Context: an optimization exercise on an open-source flow, tuned for small area, a short achievable clock period and few clock cycles. The choices shown serve that exercise and are no tape-out recipe.
Only simulation tests tie the RTL to the original design; equivalence was not proved.
Power is estimated from default activity; no workload was simulated.

==> design.v <==
`timescale 1ns/1ps
module adder32 (
    input  [31:0] a,
    input  [31:0] b,
    input         cin,
    output [31:0] sum
);
    assign sum = a + b + {31'd0, cin};
endmodule
module agu (
    input  [31:0] a,
    input  [11:0] imm,
    output [31:0] addr
);
    wire [12:0] lo  = {1'b0, a[11:0]} + {1'b0, imm};
    wire [19:0] inc = a[31:12] + 20'd1;
    wire [19:0] dec = a[31:12] - 20'd1;
    wire        s   = imm[11];
    wire        c   = lo[12];
    assign addr[11:0]  = lo[11:0];
    assign addr[31:12] = (c & ~s) ? inc : (~c & s) ? dec : a[31:12];
endmodule
`timescale 1ns/1ps
module branch_unit (
    input  [31:0] a,         
    input  [31:0] b,         
    input         br,        
    input         br_lt,     
    input         br_inv,    
    input         jal,
    input  [31:0] pc4,
    input  [31:0] tgt,
    output        taken,
    output        lt,
    output [31:0] npc
);
    wire eq = &(a ^ b);
    wire [31:0] l0 = ~a & ~b;
    wire [31:0] q0 = a ^ b;
    wire [15:0] l1, q1;
    wire [7:0]  l2, q2;
    wire [3:0]  l3, q3;
    wire [1:0]  l4, q4;
    genvar gi;
    generate
        for (gi = 0; gi < 16; gi = gi + 1) begin : cmp1
            assign l1[gi] = l0[2*gi+1] | (q0[2*gi+1] & l0[2*gi]);
            assign q1[gi] = q0[2*gi+1] & q0[2*gi];
        end
        for (gi = 0; gi < 8; gi = gi + 1) begin : cmp2
            assign l2[gi] = l1[2*gi+1] | (q1[2*gi+1] & l1[2*gi]);
            assign q2[gi] = q1[2*gi+1] & q1[2*gi];
        end
        for (gi = 0; gi < 4; gi = gi + 1) begin : cmp3
            assign l3[gi] = l2[2*gi+1] | (q2[2*gi+1] & l2[2*gi]);
            assign q3[gi] = q2[2*gi+1] & q2[2*gi];
        end
        for (gi = 0; gi < 2; gi = gi + 1) begin : cmp4
            assign l4[gi] = l3[2*gi+1] | (q3[2*gi+1] & l3[2*gi]);
            assign q4[gi] = q3[2*gi+1] & q3[2*gi];
        end
    endgenerate
    assign lt = l4[1] | (q4[1] & l4[0]);
    wire cond = (br_lt ? lt : eq) ^ br_inv;
    assign taken = jal | (br & cond);
    assign npc = taken ? tgt : pc4;
endmodule
`timescale 1ns/1ps
module riscv_core_top (
    input         clk,
    input         rst_n,
    output [31:0] imem_addr,
    input  [31:0] imem_rdata,
    output        dmem_read,
    output        dmem_write,
    output [31:0] dmem_addr,
    output [31:0] dmem_wdata,
    input  [31:0] dmem_rdata
);
    reg [31:0] e_pc4;      
    reg [31:0] e_tgt;      
    reg [31:0] e_a;        
    reg [31:0] e_b;        
    reg [11:0] e_imm;      
    reg [4:0]  e_rd;
    reg        e_cin;      
    reg        e_wen;      
    reg        e_load;
    reg        e_store;
    reg        e_br;       
    reg        e_br_lt;    
    reg        e_br_inv;   
    reg        e_jal;
    reg        e_jalr;
    reg        e_r_sum, e_r_lt, e_r_and, e_r_or, e_r_xor, e_r_sll, e_r_sr, e_r_pc4, e_r_tgt;
    reg        e_sra;
    reg [4:0]  e_sh;       
    reg [31:0] regs [1:31];
    reg [31:1] valid;
    wire [31:0] sum, addr, npc;
    wire        lt, taken;
    adder32 add_u (.a(e_a), .b(e_b), .cin(e_cin), .sum(sum));
    agu agu_u (.a(e_a), .imm(e_imm), .addr(addr));
    branch_unit br_u (
        .a(e_a), .b(e_b), .br(e_br), .br_lt(e_br_lt), .br_inv(e_br_inv), .jal(e_jal),
        .pc4(e_pc4), .tgt(e_tgt), .taken(taken), .lt(lt), .npc(npc)
    );
    wire [31:0] a_rev;
    genvar gr;
    generate
        for (gr = 0; gr < 32; gr = gr + 1) begin : rev_in
            assign a_rev[gr] = e_a[31-gr];
        end
    endgenerate
    wire [31:0] sh_in = e_r_sll ? a_rev : e_a;
    wire [31:0] sr  = $signed({e_sra & ~e_r_sll & e_a[31], sh_in}) >>> e_sh;
    wire [31:0] sll;
    generate
        for (gr = 0; gr < 32; gr = gr + 1) begin : rev_out
            assign sll[gr] = sr[31-gr];
        end
    endgenerate
    wire [31:0] alu_res = ({32{e_r_sum}} & sum) |
                          ({32{e_r_lt}}  & {31'd0, lt}) |
                          ({32{e_r_and}} & (e_a & e_b)) |
                          ({32{e_r_or}}  & (e_a | e_b)) |
                          ({32{e_r_xor}} & (e_a ^ e_b)) |
                          ({32{e_r_sll}} & sll) |
                          ({32{e_r_sr}}  & sr) |
                          ({32{e_r_pc4}} & e_pc4) |
                          ({32{e_r_tgt}} & e_tgt);
    wire [31:0] result = e_load ? dmem_rdata : alu_res;
    assign imem_addr  = npc;
    assign dmem_read  = e_load;
    assign dmem_write = e_store;
    assign dmem_addr  = addr;
    assign dmem_wdata = e_b;
    always @(posedge clk) begin
        if (e_wen)
            regs[e_rd] <= result;
    end
    always @(posedge clk) begin
        if (!rst_n)
            valid <= 31'd0;
        else if (e_wen)
            valid[e_rd] <= 1'b1;
    end
    wire [31:0] ins    = imem_rdata;
    wire [6:0]  opcode = ins[6:0];
    wire [4:0]  rd     = ins[11:7];
    wire [2:0]  f3     = ins[14:12];
    wire [4:0]  rs1    = ins[19:15];
    wire [4:0]  rs2    = ins[24:20];
    wire op_r     = (opcode == 7'b0110011);
    wire op_i     = (opcode == 7'b0010011);
    wire op_load  = (opcode == 7'b0000011);
    wire op_store = (opcode == 7'b0100011);
    wire op_br    = (opcode == 7'b1100011);
    wire op_jal   = (opcode == 7'b1101111);
    wire op_jalr  = (opcode == 7'b1100111);
    wire op_lui   = (opcode == 7'b0110111);
    wire op_auipc = (opcode == 7'b0010111);
    wire [31:0] imm_i = {{20{ins[31]}}, ins[31:20]};
    wire [31:0] imm_s = {{20{ins[31]}}, ins[31:25], ins[11:7]};
    wire [31:0] imm_b = {{19{ins[31]}}, ins[31], ins[7], ins[30:25], ins[11:8], 1'b0};
    wire [31:0] imm_u = {ins[31:12], 12'b0};
    wire [31:0] imm_j = {{11{ins[31]}}, ins[31], ins[19:12], ins[20], ins[30:21], 1'b0};
    wire alu_op = op_r | op_i;
    wire f_sub  = op_r & (f3 == 3'b000) & ins[30];
    wire f_slt  = alu_op & (f3 == 3'b010);
    wire f_sltu = alu_op & (f3 == 3'b011);
    wire f_br   = op_br & (f3[2:1] != 2'b01);
    wire f_cmp_signed = f_slt | (f_br & f3[2] & ~f3[1]);
    wire f_inv_b = f_sub | f_slt | f_sltu | f_br;
    wire [31:0] vmask = {valid, 1'b0};
    wire [31:0] sel1 = (32'd1 << rs1) & vmask;
    wire [31:0] sel2 = (32'd1 << rs2) & vmask;
    reg  [31:0] rf1, rf2;
    integer k;
    always @(*) begin
        rf1 = 32'd0;
        rf2 = 32'd0;
        for (k = 1; k < 32; k = k + 1) begin
            rf1 = rf1 | (regs[k] & {32{sel1[k]}});
            rf2 = rf2 | (regs[k] & {32{sel2[k]}});
        end
    end
    wire [31:0] rs1_val = (e_wen && e_rd == rs1) ? result : rf1;
    wire [31:0] rs2_val = (e_wen && e_rd == rs2) ? result : rf2;
    wire        b_imm = op_i | op_lui;
    wire [31:0] b_imm_val = op_lui ? imm_u : imm_i;
    wire [31:0] b_val = b_imm ? b_imm_val : rs2_val;
    wire [31:0] a_next = (op_lui ? 32'd0 : rs1_val) ^ {f_cmp_signed, 31'd0};
    wire [31:0] b_next = (b_val ^ {f_cmp_signed, 31'd0}) ^ {32{f_inv_b}};
    wire [31:0] imm_n = ins[3] ? imm_j : ins[2] ? imm_u : imm_b;
    wire [31:0] f_pc4 = npc + 32'd4;
    wire [31:0] f_tgt = npc + imm_n;
    wire f_wen = (rd != 5'd0) & (alu_op | op_load | op_jal | op_jalr | op_lui | op_auipc);
    always @(posedge clk) begin
        e_tgt <= f_tgt;
        e_a  <= a_next;
        e_b  <= b_next;
        e_imm <= op_store ? imm_s[11:0] : imm_i[11:0];
        e_rd <= rd;
        e_cin <= f_inv_b;
        e_br_lt  <= f3[2];
        e_br_inv <= f3[0];
        e_sra    <= ins[30];
        e_sh     <= b_val[4:0];
        e_r_sum <= (alu_op & (f3 == 3'b000)) | op_lui;
        e_r_lt  <= f_slt | f_sltu;
        e_r_and <= alu_op & (f3 == 3'b111);
        e_r_or  <= alu_op & (f3 == 3'b110);
        e_r_xor <= alu_op & (f3 == 3'b100);
        e_r_sll <= alu_op & (f3 == 3'b001);
        e_r_sr  <= alu_op & (f3 == 3'b101);
        e_r_pc4 <= op_jal | op_jalr;
        e_r_tgt <= op_auipc;
        if (!rst_n)
            e_pc4 <= 32'd0;
        else if (e_jalr)
            e_pc4 <= {addr[31:1], 1'b0};
        else
            e_pc4 <= f_pc4;
        if (!rst_n || e_jalr) begin
            e_wen   <= 1'b0;
            e_load  <= 1'b0;
            e_store <= 1'b0;
            e_br    <= 1'b0;
            e_jal   <= 1'b0;
            e_jalr  <= 1'b0;
        end else begin
            e_wen   <= f_wen;
            e_load  <= op_load;
            e_store <= op_store;
            e_br    <= f_br;
            e_jal   <= op_jal;
            e_jalr  <= op_jalr;
        end
    end
endmodule
==> run.sh <==
#!/bin/bash
# synth_recipe.tcl (not shown) runs the flow's synth.tcl, then flattens the netlist and writes it again
# the make line also repeats each setting of config.mk as NAME=value (left out here)
make -C /OpenROAD-flow-scripts/flow DESIGN_CONFIG=/design/flow/config.mk WORK_HOME=/design/flow/orfs CLKGATE_MAP_FILE= SYNTH_SCRIPT=/design/flow/synth_recipe.tcl finish
==> config.mk <==
export PLATFORM = sky130hd
export DESIGN_NAME = riscv_core_top
export DESIGN_NICKNAME = riscv_core_top
export VERILOG_FILES = /design/flow/design.v
export SDC_FILE = /design/flow/constraint.sdc
export NUM_CORES = 4
export LEC_CHECK = 0
export CAP_MARGIN = 20
export CORE_MARGIN = 2
export CORE_UTILIZATION = 40
export PLACE_DENSITY = 0.55
export SETUP_SLACK_MARGIN = 3
export SLEW_MARGIN = 20
export SYNTH_HIERARCHICAL = 1
==> constraint.sdc <==
create_clock -name core_clock -period 8.0 [get_ports {clk}]
set_input_delay 1.6000 -clock core_clock [delete_from_list [all_inputs] [get_ports {clk}]]
set_output_delay 1.6000 -clock core_clock [all_outputs]
set_load 0.01 [all_outputs]
==> summary.txt, run 1 <==
Status: complete, no violations
Setup Viol. Count Final: 0
Share of layout cells above drive strength 1: 22.4%
Die Area: 0.163 mm^2
PortBufs: 163
CORE AREA: 0.159 mm^2
Cts bufs inserted: 132
Peak VDD IR: 0.139 mV
Largest net degree at the start of global routing: 57
Vias: 62545
Pwr/cell area: 174 mW/mm^2
Final Hold Viols: 0
WL/cell: 44.4 um
Final nets: 6244
Die height: 404 um
Die X: 404 um
RSZ-0062 raised after global routing: yes
Data required, critical path: 6400 ps
Max Cap Violations: 0
Initial antenna violation count: 28
Total GRT Usage: 42.8%
Clk Latency, worst-skew pair: 820 ps
Lkg Pwr: 28.5 nW
Deepest clock path buffer count: 3
Buf/Inv on CP: 6
DRT Wirelength: 363 mm
Critical Path Source Type: flip-flop
Levels on crit path: 14
CP arrival: 3650 ps
Global-route wire length before repair: 482 mm
Dpl hpwl: 227 mm
Min Tclk post-route: 5250 ps
Row cnt: 146
Cells after Synth: 5660
Critical Path Max Stage Delay: 490 ps
Drt first pass iters: 13
Slew headroom: 11.2%
IO Count: 164
Via density: 7.65
Syn nets: 5915
Avg Inst Size Synth: 11.3 um^2
Fin crit share: 65.6%
Clk_skew: 58.4 ps
Min-delay worst type: reg2reg
Setup TNS: 0 ps
P&R area growth vs syn: 21.9%
CTS Root Cell: clkbuf_16
Clock sinks: 1191
Initial Util: 40.3%
RePlAce Congestion: 1.08
GRT overflow: 0
CP Capture Type: primary output
Hold_buf cts: 0
Crit-path leading delay family: buffers and inverters
Ys Warns: 7
# H-tree levels: 4
Critical path peak fanout: 8
Final-report max-slew violation count: 0
Vias in the first global route: 58106
DR iter-0 viols: 13218
WHS Path Cells: 2
Crit-path cells: inv_2, ha_4, nand4_4, nor4_4, buf_6, nand2_4, a21oi_4, buf_12, buf_12, buf_16, nor3_1, a31oi_1, nand3_2, buf_6
Worst r2r path cells: 24
Critical-path top delay cell: dfxtp_4
Worst-margin pin slew: 1330 ps
Final core occ: 49.2%
Cell Area, Synth: 0.0640 mm^2
CTS tree: done
Post-DRT Antenna Nets: 0
Crit path kind: reg2out
Highest clock rate: 191 MHz
Clock transition at path regs: 70 ps
# DRC: 0
worst paths after layout:
check | startpoint | endpoint | slack (ps)
setup reg to reg | e_b[24] | e_tgt[29] | 2950
hold / removal | valid[28] | valid[28] | 520
setup / recovery | e_b[24] | imem_addr[4] | 2750
hold reg to reg | valid[28] | valid[28] | 520
metrics by stage:
step	instance area (um^2)	setup slack (ps)	std cells	total power, mW	hold WS [ps]
floorplan	64000	3270	5660	7.19	431
global placement	68900	1760	7697	7.51	493
detailed placement	68900	1710	7698	7.51	502
CTS	76200	2790	8085	13.5	518
global route	78000	2730	8165	13.8	538
finish	78000	2750	8174	13.6	518
worst register-to-register path: stages (launching register included):
cell and delay, ps:
dfxtp_4 490, inv_2 80, ha_4 280, nand4_4 120
nor4_4 290, buf_6 170, nand2_4 60, a21oi_4 260
buf_12 200, buf_12 120, buf_16 140, nor3_1 70
a31oi_2 150, nand3_2 160, buf_4 170, buf_4 150
ha_2 380, and4_1 240, and2_4 200, nand3_2 110
o31ai_4 270, o2111ai_4 170, a41oi_2 280, nor4_1 80
a311o_1 320
layer usage:
layer / part of all wire (%) / vias up / global-route usage (%)
met4: 11 / 43 / 35.0
met5: 0.19 / - / 2.11
met1: 32 / 30299 / 49.3
met2: 41 / 6654 / 61.4
li1: - / 23373 / -
met3: 16 / 2176 / 18.8
flip-flops by register name, summed over array words and instances, names as in the netlist, 5 cells and up:
name	count
e_rd	5
e_tgt	32
e_imm	12
e_a	32
e_pc4	32
regs	992
e_b	32
valid	31
e_sh	5
layout by cell type, fill, tap and decap left out, types with 38 or more instances in the layout:
cell / count
edfxtp_1: 992
a22oi_1: 774
buf_4: 410
nand2_1: 310
nand3_1: 276
nor2_1: 197
inv_1: 175
ha_1: 161
a21oi_1: 150
clkbuf_16: 142
nand4_1: 140
dfxtp_1: 132
and3_1: 108
nor3_1: 106
clkdlybuf4s50_1: 105
a222oi_1: 87
o21ai_0: 86
xnor2_1: 82
mux4_2: 79
a22o_1: 72
buf_6: 62
a221oi_1: 59
a31oi_1: 58
nor4_1: 58
a21o_1: 57
xor2_1: 47
dfxtp_4: 46
mux2i_1: 42
nand3_2: 38
buf_12: 38
where the power goes:
part	leakage (nW)	internal, mW	total [mW]	switching [mW]
registers	11.6	6.67	6.80	0.125
clock network	2.03	3.36	6.00	2.64
logic	14.9	0.311	0.766	0.456
timing repair:
action,4_1_cts,5_1_grt
cloned,19,6
pin swaps,86,108
endpoints found under the hold margin,0,0
gates resized for setup,598,231
setup buffers,132,72
setup endpoints to repair,245,193
cell type report:
type / count / area (um^2)
Fill cell: 14049 / 80600
Clock inverter: 63 / 527
Clock buffer: 173 / 3610
Tap cell: 2072 / 2590
Inverter: 189 / 722
Timing Repair Buffer: 657 / 6340
Sequential cell: 1191 / 34000
Antenna cell: 11 / 27.5
Multi-Input combinational cell: 3816 / 30200
Timing Repair inverter: 2 / 15.0
Testbench counts, summed over its fixed seeds: cycles 127,654.
==> inputs of run 2 (changes only) <==
--- a/config.mk
+++ b/config.mk
@@ -11,3 +11,3 @@
 export PLACE_DENSITY = 0.55
-export SETUP_SLACK_MARGIN = 3
+export SETUP_SLACK_MARGIN = 2.6
 export SLEW_MARGIN = 20
==> run 2 against run 1 <==
Against the previous run:
- clock power barely moved
- power fell by 0.77%
- sequential share of layout area grew 1.7 points
- global-route usage is 0.47 points lower
- first-iteration DRC count is 2.4% higher
- hold slack lost 1.1 ps
- critical path type is now reg2reg
- highest routed layer unchanged
==> summary.txt, run 2 <==
Global-route wire length before repair: 476 mm
Crit path kind: reg2reg
Critical Path End: e_b[12]
Deepest clock path buffer count: 3
Final hold slack: 517 ps
CTS tree: done
P&R area growth vs syn: 17.1%
Worst r2r path cells: 15
Worst-margin pin slew: 1340 ps
Slew headroom: 10.5%
Cells after Synth: 5660
Max Cap Violations: 0
DRT Wirelength: 358 mm
Setup TNS: 0 ps
Via density: 7.66
Die X: 404 um
Peak VDD IR: 0.140 mV
Clock sinks: 1191
RePlAce Congestion: 1.08
R2r setup slk: 2480 ps
Syn nets: 5915
Final core occ: 47.2%
Logic pwr share: 4.9%
Dpl ws: 1710 ps
Die Area: 0.163 mm^2
# H-tree levels: 4
RSZ-0062 raised after global routing: yes
R2r endpoint: e_b[12]
Initial antenna violation count: 25
Clock power share: 44.6%
CORE AREA: 0.159 mm^2
Critical Path Source: e_a[0]
CP arrival: 6170 ps
Ys Warns: 7
Min Tclk post-route: 5520 ps
Drt first pass iters: 13
Final-report max-slew violation count: 0
Critical-path top delay cell: o21ai_1
Clk_skew: 63.9 ps
Switching Share: 23.6%
Max reg flops: 992
Setup ws final: 2480 ps
Most flops, register: regs
Critical Path Source Type: flip-flop
Clock transition at path regs: 60 ps
Share of layout cells above drive strength 1: 17.4%
Avg Inst Size Synth: 11.3 um^2
Buf/Inv on CP: 2
Clk Latency, worst-skew pair: 820 ps
Post-DRT Antenna Nets: 0
Internal power: 10.3 mW
PortBufs: 163
Total GRT Usage: 42.4%
Vias in the first global route: 57037
Cell Area, Synth: 0.0640 mm^2
Min-delay worst type: reg2reg
Crit-path cells: buf_8, fa_1, fa_1, a21o_1, a221o_1, a21o_1, a21oi_1, xnor2_1, a22oi_1, nand4_1, a221oi_2, a21oi_2, buf_4, o21ai_1, mux2_2
Highest clock rate: 181 MHz
Row cnt: 146
Dpl hpwl: 227 mm
Final Hold Viols: 0
IO Count: 164
Crit-path leading delay family: compound AO/OA/AOI/OAI gates
Commonest non-fill, non-tap cells in the layout: edfxtp_1 (992), a22oi_1 (774), buf_4 (335)
Setup Viol. Count Final: 0
GRT overflow: 0
Total power: 13.5 mW
CTS Root Cell: clkbuf_16
Cts bufs inserted: 132
Lkg Pwr: 27.5 nW
CP Capture Type: flip-flop
Data required, critical path: 8650 ps
Largest net degree at the start of global routing: 57
Switching pwr: 3.17 mW
Vias: 61716
Critical Path Max Stage Delay: 990 ps
# DRC: 0
Die height: 404 um
Levels on crit path: 15
Critical path peak fanout: 33
Final nets: 6123
Seq pwr share: 50.5%
Initial Util: 40.3%
Pwr/cell area: 180 mW/mm^2
Status: complete, no violations
Commonest non-fill, non-tap cell in the layout: edfxtp_1
Fin crit share: 69.0%
DR iter-0 viols: 13530
WL/cell: 44.4 um
Worst reg2reg path startpoint: e_a[0]
==> run 2: cell count changes in the layout (fill, tap and decap cells not counted), moves of 13 or more <==
cell           before  now
a31oi_4            22    2
ha_4               19    0
buf_6              62    5
ha_1              161  183
nor3_4             25    1
buf_4             410  335
buf_12             38   25
dfxtp_4            46   23
nor3_1            106  141
dfxtp_1           132  147
dlygate4sd2_1       1   23
a31oi_1            58   81
==> run 2: per-stage QoR <==
stage / cells / instance area, um^2
3_5_place_dp: 7698 / 68900
3_3_place_gp: 7697 / 68900
5_1_grt: 8044 / 74800
2_1_floorplan: 5660 / 64000
4_1_cts: 7997 / 74300
6_report: 8061 / 74900
==> run 2: area by class of cell <==
class / count / area (um^2)
Multi-Input combinational cell: 3816 / 28600
Clock buffer: 173 / 3610
Antenna cell: 19 / 47.5
Timing Repair inverter: 1 / 5.00
Tap cell: 2072 / 2590
Clock inverter: 63 / 527
Fill cell: 14335 / 83700
Timing Repair Buffer: 537 / 4860
Sequential cell: 1191 / 33900
Inverter: 189 / 713
==> run 2: worst min path at each step <==
stage               slack, ps      start         to  cells after the start
floorplan                 430  valid[20]  valid[20]                      2
CTS                       520  valid[18]  valid[18]                      1
detailed placement        500  valid[18]  valid[18]                      1
finish                    520  valid[28]  valid[28]                      2
global route              540  valid[17]  valid[17]                      1
global placement          490  valid[16]  valid[16]                      1
==> run 2: routing by layer <==
metal / GRT usage [%] / wire [um] / vias to the layer above
li1: - / - / 23120
met1: 49.0 / 118000 / 29772
met2: 60.9 / 146000 / 6708
met3: 18.3 / 56100 / 2096
met4: 34.1 / 37700 / 20
met5: 1.81 / 433 / -
==> run 2: power by group through the flow <==
| stage | logic [mW] | registers [mW] | clock network [mW] |
|---|---|---|---|
| 6_report | 0.661 | 6.80 | 6.00 |
| 5_1_grt | 0.698 | 6.79 | 6.23 |
| 4_1_cts | 0.619 | 6.79 | 5.98 |
| 3_5_place_dp | 0.583 | 6.93 | 0 |
| 3_3_place_gp | 0.580 | 6.93 | 0 |
| 2_1_floorplan | 0.336 | 6.85 | 0 |
==> run 2: worst min-delay path, cell delays in order, from the launching register on <==
cell	delay (ps)
dfxtp_1	350
nand2_1	70
o31ai_1	50
==> run 2: timing repair <==
item                                    CTS  global route
pin swaps                                28            23
endpoints found under the setup margin  153            89
setup buffers                            54            42
cloned                                    9             3
hold buffers                              0             0
gates resized for setup                 234            87
==> inputs of run 3 (changes only) <==
--- a/design.v
+++ b/design.v
@@ -14,9 +14,44 @@
 );
-    wire [12:0] lo  = {1'b0, a[11:0]} + {1'b0, imm};
-    wire [19:0] inc = a[31:12] + 20'd1;
-    wire [19:0] dec = a[31:12] - 20'd1;
+    wire [11:0] x = a[11:0];
+    wire [11:0] y = imm;
+    wire [11:0] g = x & y;
+    wire [11:0] p = x | y;
+    wire [5:0]  G1, P1;
+    genvar i;
+    generate
+        for (i = 0; i < 6; i = i + 1) begin : pair
+            assign G1[i] = g[2*i+1] | ((p[2*i+1] & x[2*i]) & y[2*i]);
+            assign P1[i] = p[2*i+1] & p[2*i];
+        end
+    endgenerate
+    wire [5:0] GG;
+    assign GG[0] = G1[0];
+    assign GG[1] = G1[1] | (P1[1] & G1[0]);
+    assign GG[2] = G1[2] | (P1[2] & GG[1]);
+    wire   G32   = G1[3] | (P1[3] & G1[2]);
+    wire   P32   = P1[3] & P1[2];
+    assign GG[3] = G32 | (P32 & GG[1]);
+    assign GG[4] = G1[4] | (P1[4] & GG[3]);
+    wire   G54   = G1[5] | (P1[5] & G1[4]);
+    wire   P54   = P1[5] & P1[4];
+    assign GG[5] = G54 | (P54 & GG[3]);
+    wire [12:0] c;
+    assign c[0] = 1'b0;
+    assign c[1] = g[0];
+    generate
+        for (i = 0; i < 6; i = i + 1) begin : cin
+            assign c[2*i+2] = GG[i];
+            if (i < 5) begin : odd
+                assign c[2*i+3] = g[2*i+2] | (p[2*i+2] & GG[i]);
+            end
+        end
+    endgenerate
+    wire [19:0] ah  = a[31:12];
+    wire [19:0] inc = ah + 20'd1;
+    wire [19:0] dec = ah - 20'd1;
     wire        s   = imm[11];
-    wire        c   = lo[12];
-    assign addr[11:0]  = lo[11:0];
-    assign addr[31:12] = (c & ~s) ? inc : (~c & s) ? dec : a[31:12];
+    wire [19:0] hi_c1 = s ? ah : inc;
+    wire [19:0] hi_c0 = s ? dec : ah;
+    assign addr[11:0]  = (x ^ y) ^ c[11:0];
+    assign addr[31:12] = c[12] ? hi_c1 : hi_c0;
 endmodule
@@ -82,2 +117,3 @@
     reg [31:0] e_a;        
+    reg [31:0] e_a2;       
     reg [31:0] e_b;        
@@ -102,5 +138,5 @@
     adder32 add_u (.a(e_a), .b(e_b), .cin(e_cin), .sum(sum));
-    agu agu_u (.a(e_a), .imm(e_imm), .addr(addr));
+    agu agu_u (.a(e_a2), .imm(e_imm), .addr(addr));
     branch_unit br_u (
-        .a(e_a), .b(e_b), .br(e_br), .br_lt(e_br_lt), .br_inv(e_br_inv), .jal(e_jal),
+        .a(e_a2), .b(e_b), .br(e_br), .br_lt(e_br_lt), .br_inv(e_br_inv), .jal(e_jal),
         .pc4(e_pc4), .tgt(e_tgt), .taken(taken), .lt(lt), .npc(npc)
@@ -192,3 +228,4 @@
     wire [31:0] b_val = b_imm ? b_imm_val : rs2_val;
-    wire [31:0] a_next = (op_lui ? 32'd0 : rs1_val) ^ {f_cmp_signed, 31'd0};
+    wire [31:0] a2_next = rs1_val ^ {f_cmp_signed, 31'd0};
+    wire [31:0] a_next = op_lui ? 32'd0 : a2_next;
     wire [31:0] b_next = (b_val ^ {f_cmp_signed, 31'd0}) ^ {32{f_inv_b}};
@@ -201,2 +238,3 @@
         e_a  <= a_next;
+        e_a2 <= a2_next;
         e_b  <= b_next;
--- a/config.mk
+++ b/config.mk
@@ -10,4 +10,5 @@
 export CORE_UTILIZATION = 40
+export CTS_CLUSTER_SIZE = 20
 export PLACE_DENSITY = 0.55
-export SETUP_SLACK_MARGIN = 2.6
+export SETUP_SLACK_MARGIN = 3
 export SLEW_MARGIN = 20
==> run 3 against run 2 <==
Against the previous run:
- final area is 6.4% higher
- via count is 4.1% higher
- hold slack got worse by 11 ps
- clock skew shrank 12 ps
- sequential share of layout area shrank 1.8 points
- still clean on timing, DRC and antenna
- non-clock buffer count rose by 89
- combinational power is about 20% higher
- clock-buffer cell count shrank 1
- critical endpoint is now e_b[7]
==> summary.txt, run 3 <==
PortBufs: 163
RSZ-0062 raised after global routing: yes
Critical-path top delay cell: and3b_1
Total GRT Usage: 43.3%
Setup ws final: 2670 ps
Deepest clock path buffer count: 3
Lkg Pwr: 29.5 nW
Logic pwr share: 5.5%
Ys Warns: 7
Max reg flops: 992
Die height: 409 um
Cells after Synth: 5885
Min Tclk post-route: 5330 ps
Critical path peak fanout: 27
Final-report max-slew violation count: 0
Worst reg2reg path startpoint: e_a[2]
Critical Path Max Stage Delay: 840 ps
Levels on crit path: 11
Switching pwr: 3.46 mW
Die Area: 0.167 mm^2
Min-delay worst type: reg2reg
Vias: 64271
CP arrival: 5910 ps
Final hold slack: 506 ps
RePlAce Congestion: 1.05
Worst-margin pin slew: 1260 ps
Buf/Inv on CP: 4
Syn nets: 6150
Setup TNS: 0 ps
Most used cell, CP: buf_4
Commonest non-fill, non-tap cell in the layout: edfxtp_1
Share of layout cells above drive strength 1: 21.2%
Setup Viol. Count Final: 0
Global-route wire length before repair: 500 mm
DP Cell Count: 8021
IO Count: 164
Final nets: 6463
Crit-path leading delay family: simple AND/OR/NAND/NOR gates
DR iter-0 viols: 14154
CTS Root Cell: clkbuf_16
CP Capture Type: flip-flop
Min-delay src: valid[28]
Drt first pass iters: 11
Layout Cells excl Fill: 8521
Most flops, register: regs
Avg Inst Size Synth: 11.2 um^2
Largest net degree at the start of global routing: 50
Max Cap Violations: 0
Clk Latency, worst-skew pair: 830 ps
Initial antenna violation count: 31
WHS Path Cells: 2
P&R area growth vs syn: 21.4%
Cts bufs inserted: 137
Status: complete, no violations
Crit-path cells: clkdlybuf4s50_1, buf_4, and3b_1, and2_4, buf_4, buf_4, a22oi_1, nand4_1, and4b_1, a311oi_1, nand3_1
GRT overflow: 0
Clk_skew: 51.9 ps
Internal power: 11.0 mW
Critical Path Source: imem_rdata[21]
Crit path kind: in2reg
Dpl ws: 1560 ps
# DRC: 0
Peak VDD IR: 0.237 mV
Critical Path Source Type: primary input
Cell Area, Synth: 0.0656 mm^2
CORE AREA: 0.163 mm^2
Vias in the first global route: 59285
Die X: 409 um
Clock power share: 46.3%
CTS tree: done
Pwr/cell area: 181 mW/mm^2
Seq pwr share: 48.2%
Post-DRT Antenna Nets: 0
Row cnt: 148
Final Hold Viols: 0
Slew headroom: 15.9%
# H-tree levels: 4
Via density: 7.54
Worst r2r path cells: 15
Data required, critical path: 8580 ps
WL/cell: 44.3 um
Fin crit share: 66.6%
Highest clock rate: 188 MHz
Clock transition at path regs: 60 ps
Initial Util: 40.3%
Switching Share: 23.9%
DRT Wirelength: 378 mm
Clock sinks: 1223
Commonest non-fill, non-tap cells in the layout: edfxtp_1 (992), a22oi_1 (821), buf_4 (378)
Dpl hpwl: 235 mm
-- run 3: worst paths after layout --
| check | slack [ps] | end |
|---|---|---|
| min reg2reg | 510 | valid[28] |
| max | 2670 | e_b[7] |
| min | 510 | valid[28] |
| max reg2reg | 2970 | e_a[29] |
-- run 3: worst register-to-register path, stage by stage (launching register included) --
cell,delay (ps)
dfxtp_2,610
ha_1,370
a21oi_1,220
a21boi_1,180
o31ai_1,580
o21ai_1,300
a31oi_1,390
xnor2_1,180
a21oi_1,100
nand3_1,230
a21oi_1,90
a41oi_2,470
buf_4,460
nor2_1,180
a31oi_4,440
and2_1,190
-- run 3: cell type report --
type	instances	area, um^2
Antenna cell	35	87.6
Clock buffer	172	3620
Clock inverter	80	1050
Fill cell	14365	83100
Inverter	207	783
Multi-Input combinational cell	4003	30900
Sequential cell	1223	34700
Tap cell	2175	2720
Timing Repair Buffer	626	5890
-- run 3: stage by stage --
stage | area [um^2] | util [%] | power (mW)
2_1_floorplan | 65600 | - | 7.35
3_3_place_gp | 70500 | 43.3 | 7.69
3_5_place_dp | 70600 | 43.3 | 7.69
4_1_cts | 77800 | 47.8 | 14.3
5_1_grt | 79600 | 48.9 | 14.7
6_report | 79700 | 49.0 | 14.4
-- run 3: what timing repair did --
item	CTS	global route
hold buffers	0	0
buffers inserted	119	72
resized for setup	532	263
endpoints found under the setup margin	278	179
pin swaps	76	74
gates cloned	18	2
-- run 3: routing by layer --
| metal | up-vias | wire (um) | global-route usage, % |
|---|---|---|---|
| li1 | 24006 | - | - |
| met1 | 31034 | 125000 | 50.4 |
| met2 | 6946 | 154000 | 62.1 |
| met3 | 2259 | 58000 | 18.0 |
| met4 | 26 | 40700 | 34.7 |
| met5 | - | 867 | 2.93 |
-- run 3: power groups by stage --
| stage | clock network (mW) | registers [mW] | logic [mW] |
|---|---|---|---|
| finish | 6.70 | 6.96 | 0.792 |
| global route | 6.92 | 6.95 | 0.822 |
| CTS | 6.67 | 6.95 | 0.664 |
| detailed placement | 0 | 7.10 | 0.587 |
| global placement | 0 | 7.10 | 0.585 |
| floorplan | 0 | 7.02 | 0.331 |
Testbench counts of run 3, summed over its fixed seeds: cycles 127,654.

## re-timing with driven ports
In the flow no input, the clock included, has a driving cell. The finished layouts below were timed again as built, in two steps.
Step 1, drivers: a clkbuf_16 drives clk and a buf_2 each remaining input, both assumed.
Step 2 moves the port delays by t, midway between the first and last clock arrival at a register: inputs arrive t later, outputs are due t later. That takes back most of the time a late clock gives input paths.
a / b / c = no drivers / after step 1 / after step 2; a / b = the first two.
run	t (ns)	slack for setup (ns)	slew at the worst register clock pin (ns)
run 1	0.871	2.753 / 2.675 / 2.043	0.07 / 0.07
run 2	0.864	2.482 / 2.482 / 1.697	0.07 / 0.07
run 3	0.885	2.672 / 2.703 / 1.842	0.07 / 0.07
After both steps setup and hold are still met in every run listed. For run 3, which loses most, drivers alone change the setup slack by +0.031 ns; drivers and shift together by -0.830 ns.
